This design comes from an exercise in tuning for small area on the open sky130 flow, not from production work.
Only simulation tests tie the RTL to the original design; equivalence was not proved.
Power and IR drop assume default switching activity.

==> flow/design.v <==
module ALU(input [7:0] a, b, input [3:0] oper, input clk,
           output reg [7:0] msb, lsb);
    wire [7:0] pp [0:7];
    wire [7:0] s  [0:7];    
    wire [6:0] c  [0:7];    
    wire [15:0] prod;
    genvar i, j, k;
    generate
        for (i = 0; i < 8; i = i + 1) begin : ppg
            assign pp[i] = a & {8{b[i]}};
        end
        assign s[0] = pp[0];
        assign c[0] = 7'h00;
        for (i = 1; i < 8; i = i + 1) begin : mrow
            for (j = 0; j < 7; j = j + 1) begin : mcl
                wire x = pp[i][j];
                wire y = s[i-1][j+1];
                wire z = c[i-1][j];
                assign s[i][j] = x ^ y ^ z;
                assign c[i][j] = (x & y) | (x & z) | (y & z);
            end
            assign s[i][7] = pp[i][7];
        end
        for (i = 0; i < 8; i = i + 1) begin : plo
            assign prod[i] = s[i][0];
        end
    endgenerate
    wire [7:0] fc;
    assign fc[0] = 1'b0;
    generate
        for (j = 0; j < 7; j = j + 1) begin : fadd
            wire x = s[7][j+1];
            wire y = c[7][j];
            assign prod[8+j] = x ^ y ^ fc[j];
            assign fc[j+1] = (x & y) | (x & fc[j]) | (y & fc[j]);
        end
    endgenerate
    assign prod[15] = fc[7];
    wire isdiv = (oper == 4'h3) | (oper == 4'h4);
    wire add   = (oper == 4'h0);
    wire gt    = (oper == 4'hE);
    wire [7:0] q;
    wire co;
    generate
        for (k = 7; k >= 0; k = k - 1) begin : row
            localparam integer W = 8 - k;
            wire [W-1:0] x;
            wire [W-1:0] bb;
            wire [W:0]   cc;
            wire [W-1:0] r;
            wire         qq;
            if (k == 7) begin : first
                assign x = a[7];
            end else begin : next
                assign x = {row[k+1].r, a[k]};
            end
            if (k == 0) begin : r0
                assign bb = b ^ {8{add}};
                assign cc[0] = ~(add | gt);
                assign qq = ~isdiv | cc[W];
                assign co = cc[W];
            end else begin : rk
                assign bb = b[W-1:0];
                assign cc[0] = 1'b1;
                assign qq = isdiv & ~|b[7:W] & cc[W];
            end
            for (j = 0; j < W; j = j + 1) begin : bt
                assign cc[j+1] = (x[j] & ~bb[j]) | (x[j] & cc[j]) | (~bb[j] & cc[j]);
                assign r[j] = x[j] ^ (qq & (~bb[j] ^ cc[j]));
            end
            assign q[k] = (k == 0) ? cc[W] : qq;
        end
    endgenerate
    wire [7:0] rem = row[0].r;
    always @(posedge clk) begin
        case (oper)
            4'h0: {msb, lsb} <= {7'h00, co, rem};
            4'h1: {msb, lsb} <= {{8{~co}}, rem};
            4'h2: {msb, lsb} <= prod;
            4'h3: {msb, lsb} <= {8'h00, q};
            4'h4: {msb, lsb} <= {8'h00, rem};
            4'h5: {msb, lsb} <= {8'h00, a & b};
            4'h6: {msb, lsb} <= {8'hFF, ~(a & b)};
            4'h7: {msb, lsb} <= {8'h00, a | b};
            4'h8: {msb, lsb} <= {8'hFF, ~(a | b)};
            4'h9: {msb, lsb} <= {8'h00, a ^ b};
            4'hA: {msb, lsb} <= {8'hFF, a ~^ b};
            4'hB: {msb, lsb} <= {8'hFF, ~a};
            4'hC: {msb, lsb} <= {7'h00, a, 1'b0};
            4'hD: {msb, lsb} <= {9'h000, a[7:1]};
            4'hE: {msb, lsb} <= {15'h0000, co};
            default: {msb, lsb} <= {15'h0000, ~co};
        endcase
    end
endmodule
==> flow/flow/run.sh <==
#!/bin/bash
# Own flow: the standard synthesis (kept for reference), then the
# hand-built netlist in flow/net.v (same registers, same names) in its place,
# then the standard layout from floorplan to finish. Port buffers are
# buf_1 cells.
set -euo pipefail
R=orfs/results/$FLOW_PLATFORM/ALU/base
bash standard.sh synth > std_synth.log 2>&1
cp $R/1_2_yosys.v std_1_2_yosys.v
cp flow/net.v $R/1_2_yosys.v
touch $R/1_2_yosys.v
bash standard.sh "BUFFER_PORTS_ARGS=-buffer_cell sky130_fd_sc_hd__buf_2" finish > layout.log 2>&1
==> flow/standard.sh <==
#!/bin/bash
# synth_recipe.tcl (not shown) runs the flow's synth.tcl, then flattens the netlist and writes it again
# the make line also repeats each setting of config.mk as NAME=value (left out here)
make -C /OpenROAD-flow-scripts/flow DESIGN_CONFIG=/design/flow/config.mk WORK_HOME=/design/flow/orfs CLKGATE_MAP_FILE= SYNTH_SCRIPT=/design/flow/synth_recipe.tcl "${@:-finish}"
==> flow/config.mk <==
export PLATFORM = sky130hd
export DESIGN_NAME = ALU
export DESIGN_NICKNAME = ALU
export VERILOG_FILES = /design/flow/design.v
export SDC_FILE = /design/flow/constraint.sdc
export NUM_CORES = 4
export LEC_CHECK = 0
export CAP_MARGIN = 0
export CORE_MARGIN = 2
export CORE_UTILIZATION = 40
export SETUP_SLACK_MARGIN = -0.5
export SLEW_MARGIN = 0
==> flow/constraint.sdc <==
create_clock -name core_clock -period 12.5 [get_ports {clk}]
set_input_delay 2.5000 -clock core_clock [delete_from_list [all_inputs] [get_ports {clk}]]
set_output_delay 2.5000 -clock core_clock [all_outputs]
set_load 0.01 [all_outputs]
Not shown: flow/flow/net.v
==> results_dict.tcl, run 1 <==
set metrics [dict create \
    status "finished clean" \
    seq_area_share_pct 7.77 \
    firstDrtPassIters 4 \
    routed_wl_mm 9.29 \
    setup_ws_ns 0.572 \
    min_from "oper[3]" \
    switchingPower_mw 0.167 \
    cts.sink_count 16 \
    hold_violations 0 \
    worstMarginPinSlew_ns 0.826 \
    drt-vias-per-instance 5.21 \
    power_density_nw_per_um2 91.9 \
    synth_warnings 1 \
    initial_core_util_pct 41.4 \
    final-nonclk-buf-share_pct 6.55 \
    antenna_cells 0 \
    final_common_cell "nand2_1" \
    worstHoldEndpoint "msb[0]" \
    power_leader "combinational cells" \
    cp_num_buf_inv 2 \
    slew_headroom_pct 44.5 \
    holdPathStages 4 \
    nNonClkInverters 29 \
    crit_top_cell "o21ai_1" \
    slew_violations 0 \
    worstSetupEndpointType "flop" \
    use_met2_pct 34.8 \
    p_int_mw 0.212 \
    h-tree-depth 1 \
    largest_class "multi-input gates" \
    wl_met1_mm 4.21 \
    p_clk_mw 0.0459 \
    layout-drive-gt1-share_pct 13.3 \
    root_buffer "clkbuf_8" \
    grt_max_degree 26 \
    fin_util_pct 47.3 \
    met1_usage_pct 26.2 \
    critPathArrivalTime_ns 12.05 \
    pwr-share-clk_pct 12.1 \
    vias 3303 \
    cts_hold_buf 0 \
    pg_comb_mw 0.270 \
    cp-start-kind "input pin" \
    port_buffers 36 \
    met2_length_mm 4.42 \
]
==> run 2: changes to the inputs <==
--- a/flow/config.mk
+++ b/flow/config.mk
@@ -8,5 +8,6 @@
 export CAP_MARGIN = 0
 export CORE_MARGIN = 2
 export CORE_UTILIZATION = 40
+export CTS_BUF_LIST = sky130_fd_sc_hd__clkbuf_4
 export SETUP_SLACK_MARGIN = -0.5
 export SLEW_MARGIN = 0
==> results_dict.tcl, run 2 <==
set metrics [dict create \
    min_path_type "in -> reg" \
    slowest_delay_ns 0.28 \
    drcViolationCount 0 \
    multiInputGateArea_sq_um 3230 \
    syn-num-nets 544 \
    grt_max_degree 26 \
    gp_congestion 0.819 \
    core.rowCount 34 \
    fillCellCount 879 \
    cp-endpoint "lsb[6]" \
    slew_headroom_pct 43.3 \
    power_density_nw_per_um2 88.4 \
    nets 596 \
    leakage_nw 1.53 \
    layout-drive-gt1-share_pct 12.9 \
    final_common_cell "nand2_1" \
    h-tree-depth 1 \
    critPathRequiredTime_ns 12.67 \
    area_growth_pct 13.2 \
    cts_buffer_depth 2 \
    grt_pass1_vias 3306 \
    syn_area_per_cell_sq_um 7.61 \
    path_depth 61 \
    initial_core_util_pct 41.4 \
    port_buffers 36 \
    fmax_ghz 0.0837 \
    clkTransAtPathRegs_ns 0.09 \
    vias 3317 \
    core-area_sq_um 8720 \
    cp-startpoint "oper[2]" \
    path_max_fanout 8 \
    cts-buffers-inserted 3 \
    setup_viol 0 \
    routed_wl_mm 9.33 \
    dieArea_sq_um 9810 \
    dp_hpwl_mm 7.45 \
    fin_util_pct 46.9 \
    critPathArrivalTime_ns 12.11 \
    regArea_sq_um 320 \
    slew_violations 0 \
    critical_path.slowest_cell "a21oi_1" \
    antenna_left 0 \
    status "finished clean" \
    drt_iter0_drc 187 \
    worstSetupEndpointType "flop" \
    cp_num_buf_inv 2 \
    netlist_area_sq_um 3610 \
    drt-vias-per-instance 5.23 \
    cp_top_family "compound AO/OA/AOI/OAI gates" \
    io_pins 37 \
    final_cell_mix "nand2_1 (125), nor2_1 (68), fa_1 (48), xnor2_1 (37), buf_2 (36)" \
    cts_hold_buf 0 \
    wire_per_inst_um 14.7 \
    worstMarginPinSlew_ns 0.844 \
    max_cap_violations 0 \
    grt.total_usage_pct 20.1 \
    period_needed_ns 11.94 \
    cp-start-kind "input pin" \
    die_y_um 99.0 \
    firstDrtPassIters 4 \
    synth_cells 475 \
    overflow 0 \
    grt_pass1_wl_mm 16.0 \
    hold_violations 0 \
    crit_top_cell "o21ai_1" \
    finalPower_mw 0.362 \
    cts.sink_count 16 \
    root_buffer "clkbuf_4" \
    antenna_cells 0 \
    cts_tree "built" \
    synth_warnings 1 \
    critical_path_class "in -> reg" \
    period_share_pct 95.5 \
    die-width_um 99.0 \
    antenna_found_initial 0 \
    vdd_drop_max_v 0.0000385 \
]
[run 2: through the flow]
stage	worst slack, ns	cells	instance area (sq um)	setup TNS [ns]	hold WS [ns]
3_3_place_gp	0.350	630	4010	0	2.89
2_1_floorplan	1.80	475	3610	0	2.63
4_1_cts	0.233	634	4040	0	2.61
3_5_place_dp	-0.0565	630	4010	-0.165	2.89
5_1_grt	-0.478	634	4090	-4.07	2.67
6_report	0.558	634	4090	0	2.62
[run 2: worst min path at each step]
stage	from	end	slack, ns	cells after the start
3_5_place_dp	msb[7]	msb[7]	2.89	1
3_3_place_gp	msb[1]	msb[1]	2.89	1
5_1_grt	oper[3]	msb[1]	2.67	4
2_1_floorplan	a[1]	lsb[0]	2.63	2
6_report	oper[3]	msb[0]	2.62	4
4_1_cts	oper[3]	msb[0]	2.61	4
[run 2: worst min-delay path, delay by kind of cell]
kind | cells | cell delay, ns
multiplexers | 1 | 0.12
AND/OR/NAND/NOR | 2 | 0.13
buffers and inverters | 1 | 0.13
[run 2: repair_timing]
item / 4_1_cts / 5_1_grt
gates resized for setup: 0 / 9
endpoints found under the setup margin: 0 / 16
buffers inserted: 0 / 0
[run 2: where the power goes]
part | total (mW) | internal (mW) | leakage, nW | switching, mW
Combinational | 0.270 | 0.123 | 1.38 | 0.147
Sequential | 0.0625 | 0.0608 | 0.134 | 0.00172
Clock | 0.0287 | 0.0117 | 0.0154 | 0.0171
[run 2: layer usage]
metal / global-route usage [%] / vias up / part of all wire (%)
li1: - / 1648 / -
met1: 26.3 / 1570 / 45
met2: 34.9 / 79 / 48
met3: 1.70 / 20 / 4.4
met4: 6.95 / 0 / 2.7
met5: 0 / - / 0
[run 2: area by class of cell]
class | count | area share (%)
clock inverters | 1 | 0.0917
clock buffers | 3 | 0.550
flip-flops and latches | 16 | 7.83
inverters | 29 | 2.66
well taps | 108 | 3.30
repair buffers | 48 | 6.61
multi-input cells | 429 | 79.0
==> run 3: changes to the inputs <==
--- a/flow/config.mk
+++ b/flow/config.mk
@@ -7,7 +7,8 @@
 export LEC_CHECK = 0
 export CAP_MARGIN = 0
 export CORE_MARGIN = 2
-export CORE_UTILIZATION = 40
+export CORE_UTILIZATION = 65
 export CTS_BUF_LIST = sky130_fd_sc_hd__clkbuf_4
+export GPL_TIMING_DRIVEN = 0
 export SETUP_SLACK_MARGIN = -0.5
 export SLEW_MARGIN = 0
==> results_dict.tcl, run 3 <==
set metrics [dict create \
    leakage_nw 1.49 \
    vdd_drop_max_v 0.0000704 \
    period_share_pct 94.2 \
    placed_area_sq_um 3880 \
    dp.cells 583 \
    layout-drive-gt1-share_pct 11.6 \
    critPathRequiredTime_ns 12.64 \
    stdcell_area_sq_um 3980 \
    grt.total_usage_pct 28.0 \
    nets 587 \
    clkTransAtPathRegs_ns 0.07 \
    routed_wl_mm 8.09 \
    power_density_nw_per_um2 91.4 \
    synth_cells 475 \
    cts_tree "built" \
    initial_core_util_pct 66.4 \
    netlist_area_sq_um 3610 \
    path_max_fanout 8 \
    cts_buffer_depth 2 \
    status "finished clean" \
    cts_hold_buf 0 \
    hold_violations 0 \
    die-width_um 78.6 \
    io_pins 37 \
    gp_congestion 0.950 \
    overflow 0 \
    max_cap_violations 0 \
    drcViolationCount 0 \
    drt_iter0_drc 146 \
    h-tree-depth 1 \
    fillCellCount 456 \
    area_growth_pct 10.0 \
    cp-startpoint "oper[2]" \
    dp_hpwl_mm 6.46 \
    antenna_found_initial 0 \
    holdPathStages 4 \
    worstMarginPinSlew_ns 1.07 \
    setup_viol 0 \
    min_path_type "in -> reg" \
    root_buffer "clkbuf_4" \
    drt-vias-per-instance 5.57 \
    final_common_cell "nand2_1" \
    core-area_sq_um 5440 \
    critical_path.slowest_cell "xor2_1" \
    dieArea_sq_um 6170 \
    slew_headroom_pct 28.2 \
    grt_pass1_wl_mm 13.9 \
    grt_pass1_vias 3020 \
    worstSetupEndpointType "flop" \
    cts-buffers-inserted 3 \
    cts.sink_count 16 \
    final_cell_mix "nand2_1 (125), nor2_1 (67), fa_1 (48), buf_2 (37), xnor2_1 (37)" \
    syn_area_per_cell_sq_um 7.61 \
    vias 3277 \
    fmax_ghz 0.0849 \
    critPathArrivalTime_ns 11.91 \
    antenna_left 0 \
    critical_path_class "in -> reg" \
    grt_max_degree 27 \
    die_y_um 78.6 \
    syn-num-nets 544 \
    slew_violations 0 \
    wire_per_inst_um 13.8 \
    port_buffers 36 \
    stdcell_count 588 \
    antenna_cells 0 \
    cp-endpoint "lsb[7]" \
    synth_warnings 1 \
    firstDrtPassIters 4 \
    slowest_delay_ns 0.26 \
    cp-start-kind "input pin" \
    core.rowCount 27 \
    period_needed_ns 11.77 \
]
-- run 3: critical path: cells and delay by family --
kind,cells,cell delay [ns]
and+or+nand+nor,21,2.96
buffers and inverters,1,0.14
AOI/OAI and AO/OA,32,5.29
xor gates and xnor gates,5,1.05
-- run 3: worst min-delay path by stage --
| stage | startpoint | end | slack [ns] |
|---|---|---|---|
| floorplan | a[1] | lsb[0] | 2.63 |
| global placement | msb[1] | msb[1] | 2.89 |
| detailed placement | lsb[5] | lsb[5] | 2.89 |
| CTS | oper[3] | msb[0] | 2.64 |
| global route | oper[3] | msb[0] | 2.69 |
| finish | oper[3] | msb[0] | 2.65 |
-- run 3: stage by stage --
step	hold WS, ns	power, mW	setup WS [ns]	setup TNS [ns]	utilization (%)
2_1_floorplan	2.63	0.264	1.80	0	-
3_3_place_gp	2.89	0.329	0.166	0	71.4
3_5_place_dp	2.89	0.338	-0.0871	-0.475	71.4
4_1_cts	2.64	0.362	0.166	0	71.8
5_1_grt	2.69	0.401	-0.495	-5.66	73.1
6_report	2.65	0.364	0.728	0	73.1
-- run 3: where the power goes --
group	total [mW]	switching (mW)	internal, mW
Sequential	0.0626	0.00181	0.0608
Clock	0.0235	0.0123	0.0111
Combinational	0.277	0.153	0.125
-- run 3: final cells by class --
cell class | count | area (sq um) | share of cell area [%]
Sequential cell | 16 | 320 | 8.06
Clock buffer | 3 | 22.5 | 0.566
Timing Repair Buffer | 38 | 195 | 4.91
Multi-Input combinational cell | 429 | 3230 | 81.3
Tap cell | 72 | 90.1 | 2.27
Buffer | 1 | 5.00 | 0.126
Inverter | 29 | 109 | 2.74
-- run 3: timing repair --
action / 4_1_cts / 5_1_grt
resized for setup: 0 / 11
setup endpoints to repair: 0 / 16
setup buffers: 0 / 2
hold endpoints to repair: 0 / 0
-- run 3: metal layers --
layer	track usage [%]	routed length [um]	part of all wire [%]
met5	0	0	0
met3	0.690	285	3.5
met4	6.84	132	1.6
met1	40.2	3710	46
met2	47.2	3960	49
==> run 4: changes to the inputs <==
--- a/flow/config.mk
+++ b/flow/config.mk
@@ -7,7 +7,7 @@
 export LEC_CHECK = 0
 export CAP_MARGIN = 0
 export CORE_MARGIN = 2
-export CORE_UTILIZATION = 65
+export CORE_UTILIZATION = 40
 export CTS_BUF_LIST = sky130_fd_sc_hd__clkbuf_4
 export GPL_TIMING_DRIVEN = 0
 export SETUP_SLACK_MARGIN = -0.5
==> results_dict.tcl, run 4 <==
set metrics [dict create \
    stdcell_count 623 \
    antenna_left 0 \
    cts.sink_count 16 \
    power_density_nw_per_um2 90.0 \
    initial_core_util_pct 41.4 \
    place_worst_setup_slack_ns -0.0928 \
    cp-start-kind "input pin" \
    netlist_area_sq_um 3610 \
    drt_iter0_drc 123 \
    overflow 0 \
    die_y_um 99.0 \
    fillCellCount 899 \
    slew_violations 0 \
    grt.total_usage_pct 19.0 \
    critical_path_class "in -> reg" \
    critPathRequiredTime_ns 12.66 \
    slowest_delay_ns 0.28 \
    cts-buffers-inserted 3 \
    min_path_type "in -> reg" \
    synth_warnings 1 \
    status "finished clean" \
    synth_cells 475 \
    antenna_cells 0 \
    grt_pass1_wl_mm 15.2 \
    wire_per_inst_um 14.0 \
    clkTransAtPathRegs_ns 0.08 \
    dp.cells 619 \
    switching_share_pct 46.0 \
    path_max_fanout 8 \
    combPwrFrac_pct 75.1 \
    critical_path.slowest_cell "xnor2_1" \
    cts_tree "built" \
    holdPathStages 4 \
    worstSetupEndpointType "flop" \
    max_cap_violations 0 \
    cts_buffer_depth 2 \
    core.rowCount 34 \
    worstMarginPinSlew_ns 1.11 \
    grt_max_degree 27 \
    layout-drive-gt1-share_pct 10.5 \
    nets 585 \
    min_from "oper[3]" \
    vdd_drop_max_v 0.0000370 \
    core-area_sq_um 8720 \
    firstDrtPassIters 5 \
    p_int_mw 0.194 \
    period_needed_ns 11.82 \
    pwr-share-clk_pct 7.6 \
    drt-vias-per-instance 5.16 \
    syn_area_per_cell_sq_um 7.61 \
    grt_pass1_vias 3151 \
    cts_hold_buf 0 \
    leakage_nw 1.46 \
    final_common_cell "nand2_1" \
    dp_hpwl_mm 6.92 \
    routed_wl_mm 8.73 \
    multiInputGateArea_sq_um 3220 \
    period_share_pct 94.6 \
    antenna_found_initial 0 \
    whs_ns 2.66 \
    gp_congestion 0.805 \
    drcViolationCount 0 \
    area_growth_pct 10.7 \
    setup_tns_ns 0 \
    setup_ws_ns 0.676 \
    regArea_sq_um 320 \
    port_buffers 36 \
    setup_viol 0 \
    critPathArrivalTime_ns 11.98 \
    root_buffer "clkbuf_4" \
    io_pins 37 \
    die-width_um 99.0 \
    dieArea_sq_um 9810 \
    slew_headroom_pct 25.0 \
    hold_violations 0 \
    switchingPower_mw 0.166 \
    seq_power_share_pct 17.4 \
    h-tree-depth 1 \
    fmax_ghz 0.0846 \
    final_cell_mix "nand2_1 (125), nor2_1 (68), fa_1 (48), xnor2_1 (39), buf_2 (36)" \
    cp-startpoint "oper[2]" \
    syn-num-nets 544 \
    vias 3216 \
]
==> run 4: metrics by stage <==
step | utilization, % | power (mW) | instance area (sq um)
after floorplan | - | 0.264 | 3610
after global placement | 45.1 | 0.327 | 3930
after detailed placement | 45.1 | 0.335 | 3930
after CTS | 45.4 | 0.363 | 3960
after global routing | 45.9 | 0.407 | 4000
final | 45.9 | 0.360 | 4000
==> run 4: power by group through the flow <==
| stage | combinational, mW | clock, mW | sequential (mW) |
|---|---|---|---|
| floorplan | 0.194 | 0 | 0.0698 |
| global placement | 0.264 | 0 | 0.0637 |
| detailed placement | 0.271 | 0 | 0.0638 |
| CTS | 0.272 | 0.0289 | 0.0625 |
| global route | 0.314 | 0.0304 | 0.0634 |
| finish | 0.270 | 0.0273 | 0.0625 |
==> run 4: worst paths after layout <==
check,to
max,lsb[6]
min,msb[0]
==> run 4: timing repair <==
action,in CTS,in global routing
setup endpoints to repair,0,16
buffers inserted,0,0
endpoints found under the hold margin,0,0
gates resized for setup,0,9
==> run 4: cell type report <==
| class | instances | area share (%) |
|---|---|---|
| repair buffers | 36 | 4.50 |
| inverters | 29 | 2.72 |
| flip-flops and latches | 16 | 8.01 |
| multi-input cells | 429 | 80.5 |
| well taps | 108 | 3.38 |
| clock inverters | 1 | 0.0938 |
| plain buffers | 1 | 0.188 |
| clock buffers | 3 | 0.563 |
==> run 4: worst max-delay path, delay by kind of cell <==
family,cells,cell delay [ns]
compound gates,31,5.30
simple gates,23,3.03
xor+xnor,5,1.00
buf+inv,1,0.14
==> run 4: per-layer routing <==
metal  vias up  track usage, %  routed length (um)
met5         -               0                   0
met4         0            5.16                 151
met3        10           0.922                 250
met2        63            32.3                4090
met1      1515            26.5                4240
li1       1628               -                   -
==> run 5: changes to the inputs <==
--- a/flow/flow/run.sh
+++ b/flow/flow/run.sh
@@ -9,4 +9,4 @@
 cp $R/1_2_yosys.v std_1_2_yosys.v
 cp flow/net.v $R/1_2_yosys.v
 touch $R/1_2_yosys.v
-bash standard.sh "BUFFER_PORTS_ARGS=-buffer_cell sky130_fd_sc_hd__buf_2" finish > layout.log 2>&1
+bash standard.sh "BUFFER_PORTS_ARGS=-buffer_cell sky130_fd_sc_hd__buf_1" finish > layout.log 2>&1
==> results_dict.tcl, run 5 <==
set metrics [dict create \
    status "finished clean" \
    critical_path_class "in -> reg" \
    nets 587 \
    syn-num-nets 544 \
    wire_per_inst_um 14.1 \
    placed_area_sq_um 3880 \
    slowest_delay_ns 0.27 \
    core-area_sq_um 8720 \
    grt.total_usage_pct 18.7 \
    die_y_um 99.0 \
    h-tree-depth 1 \
    port_buffers 36 \
    synth_warnings 1 \
    fin_util_pct 45.8 \
    critPathArrivalTime_ns 12.00 \
    worstSetupEndpointType "flop" \
    antenna_found_initial 0 \
    worstHoldEndpoint "msb[0]" \
    holdPathStages 4 \
    firstDrtPassIters 4 \
    period_needed_ns 11.82 \
    min_from "oper[3]" \
    fillCellCount 897 \
    dp_hpwl_mm 6.94 \
    drt-vias-per-instance 5.22 \
    netlist_area_sq_um 3610 \
    max_cap_violations 0 \
    grt_pass1_vias 3078 \
    cts-buffers-inserted 3 \
    area_growth_pct 10.6 \
    setup_viol 0 \
    fmax_ghz 0.0846 \
    vias 3261 \
    clkTransAtPathRegs_ns 0.09 \
    power_density_nw_per_um2 89.3 \
    root_buffer "clkbuf_4" \
    cts_tree "built" \
    cp-start-kind "input pin" \
    grt_pass1_wl_mm 15.1 \
    dp.cells 619 \
    antenna_cells 0 \
    initial_core_util_pct 41.4 \
    drcViolationCount 0 \
    slew_headroom_pct 24.1 \
    io_pins 37 \
    slew_violations 0 \
    final_common_cell "nand2_1" \
    leakage_nw 1.39 \
    stdcell_area_sq_um 4000 \
    final_cell_mix "nand2_1 (125), nor2_1 (68), fa_1 (48), xnor2_1 (38)" \
    drt_iter0_drc 141 \
    grt_max_degree 27 \
    cts.sink_count 16 \
    layout-drive-gt1-share_pct 5.42 \
    vdd_drop_max_v 0.0000353 \
    routed_wl_mm 8.79 \
    critPathRequiredTime_ns 12.68 \
    antenna_left 0 \
    overflow 0 \
    stdcell_count 625 \
    crit_top_cell "o21ai_1" \
    die-width_um 99.0 \
    dieArea_sq_um 9810 \
    gp_congestion 0.821 \
    path_max_fanout 9 \
    critical_path.slowest_cell "xnor2_1" \
    worstMarginPinSlew_ns 1.13 \
    core.rowCount 34 \
    synth_cells 475 \
    cts_buffer_depth 2 \
    hold_violations 0 \
    min_path_type "in -> reg" \
    period_share_pct 94.6 \
    syn_area_per_cell_sq_um 7.61 \
]
[run 5: through the flow]
step                      TNS, ns  setup WS (ns)  power [mW]  hold slack [ns]
after detailed placement    -4.71         -0.465       0.330             2.89
after global routing        -6.85         -0.558       0.402             2.79
after CTS                   -1.16         -0.176       0.359             2.72
final                           0          0.676       0.357             2.76
after global placement      -1.85         -0.251       0.325             2.89
after floorplan                 0           1.80       0.264             2.63
[run 5: worst max-delay path: cells and delay by family]
family | cells | cell delay (ns)
compound gates | 31 | 5.35
buf+inv | 2 | 0.41
simple gates | 20 | 2.62
mux | 1 | 0.20
xor+xnor | 4 | 0.91
[run 5: final cells by class]
cell class | count | area, sq um | area share (%)
multi-input cells | 429 | 3230 | 80.9
well taps | 108 | 135 | 3.38
flip-flops and latches | 16 | 320 | 8.02
inverters | 29 | 109 | 2.72
clock inverters | 1 | 3.75 | 0.0940
repair buffers | 38 | 164 | 4.10
clock buffers | 3 | 22.5 | 0.564
plain buffers | 1 | 7.51 | 0.188
[run 5: repair_timing]
item | CTS | global route
setup endpoints to repair | 0 | 16
hold buffers | 0 | 0
gates resized for setup | 0 | 23
buffers inserted | 0 | 2
[run 5: report_power, final]
group | switching, mW | leakage (nW) | internal [mW]
sequential | 0.00216 | 0.134 | 0.0608
combinational | 0.148 | 1.24 | 0.119
clock | 0.0156 | 0.0154 | 0.0116
total | 0.165 | 1.39 | 0.191
[run 5: worst max-delay path by stage]
| stage | start | endpoint | slack, ns |
|---|---|---|---|
| 6_report | oper[2] | lsb[0] | 0.68 |
| 3_5_place_dp | b[7] | lsb[4] | -0.46 |
| 3_3_place_gp | b[7] | lsb[4] | -0.25 |
| 5_1_grt | oper[2] | lsb[4] | -0.56 |
| 2_1_floorplan | oper[2] | lsb[2] | 1.80 |
| 4_1_cts | b[7] | lsb[4] | -0.18 |
[run 5: per-layer routing]
layer	share of wire (%)	GRT usage, %	vias up
li1	-	-	1640
met1	49	26.9	1547
met2	47	31.0	66
met3	3.0	1.28	8
met4	0.91	4.21	0
met5	0	0	-

separate check: timing with driven ports:
Ports are ideal in the flow. The routed layouts listed here were re-timed in OpenROAD.
Step 1 assumes that a clkbuf_16 drives the clock port and a buf_2 every other input.
Step 2 also shifts input and output timing later by t, the mid clock arrival at the registers, as if the neighbouring blocks saw the same clock.
Slacks: no drivers / after step 1 / after step 2; pairs: no drivers / after step 1.
run | t, ns | slack for setup (ns) | worst setup path after step 2 | latest minus earliest clock arrival (ns) | slew at the worst register clock pin (ns)
run 1 | 0.279 | 0.572 / 0.577 / 0.298 | input to register | 0.002 / 0.002 | 0.06 / 0.06
run 2 | 0.319 | 0.558 / 0.561 / 0.242 | input to register | 0.002 / 0.002 | 0.09 / 0.09
run 3 | 0.285 | 0.728 / 0.729 / 0.444 | input to register | 0.001 / 0.002 | 0.07 / 0.07
run 4 | 0.309 | 0.676 / 0.681 / 0.372 | input to register | 0.006 / 0.006 | 0.09 / 0.09
run 5 | 0.305 | 0.676 / 0.681 / 0.376 | input to register | 0.004 / 0.005 | 0.09 / 0.09
After both steps setup and hold are still met in every run listed. The setup slack of run 2, which loses most, moves by +0.003 ns with the drivers and by -0.316 ns with both steps.
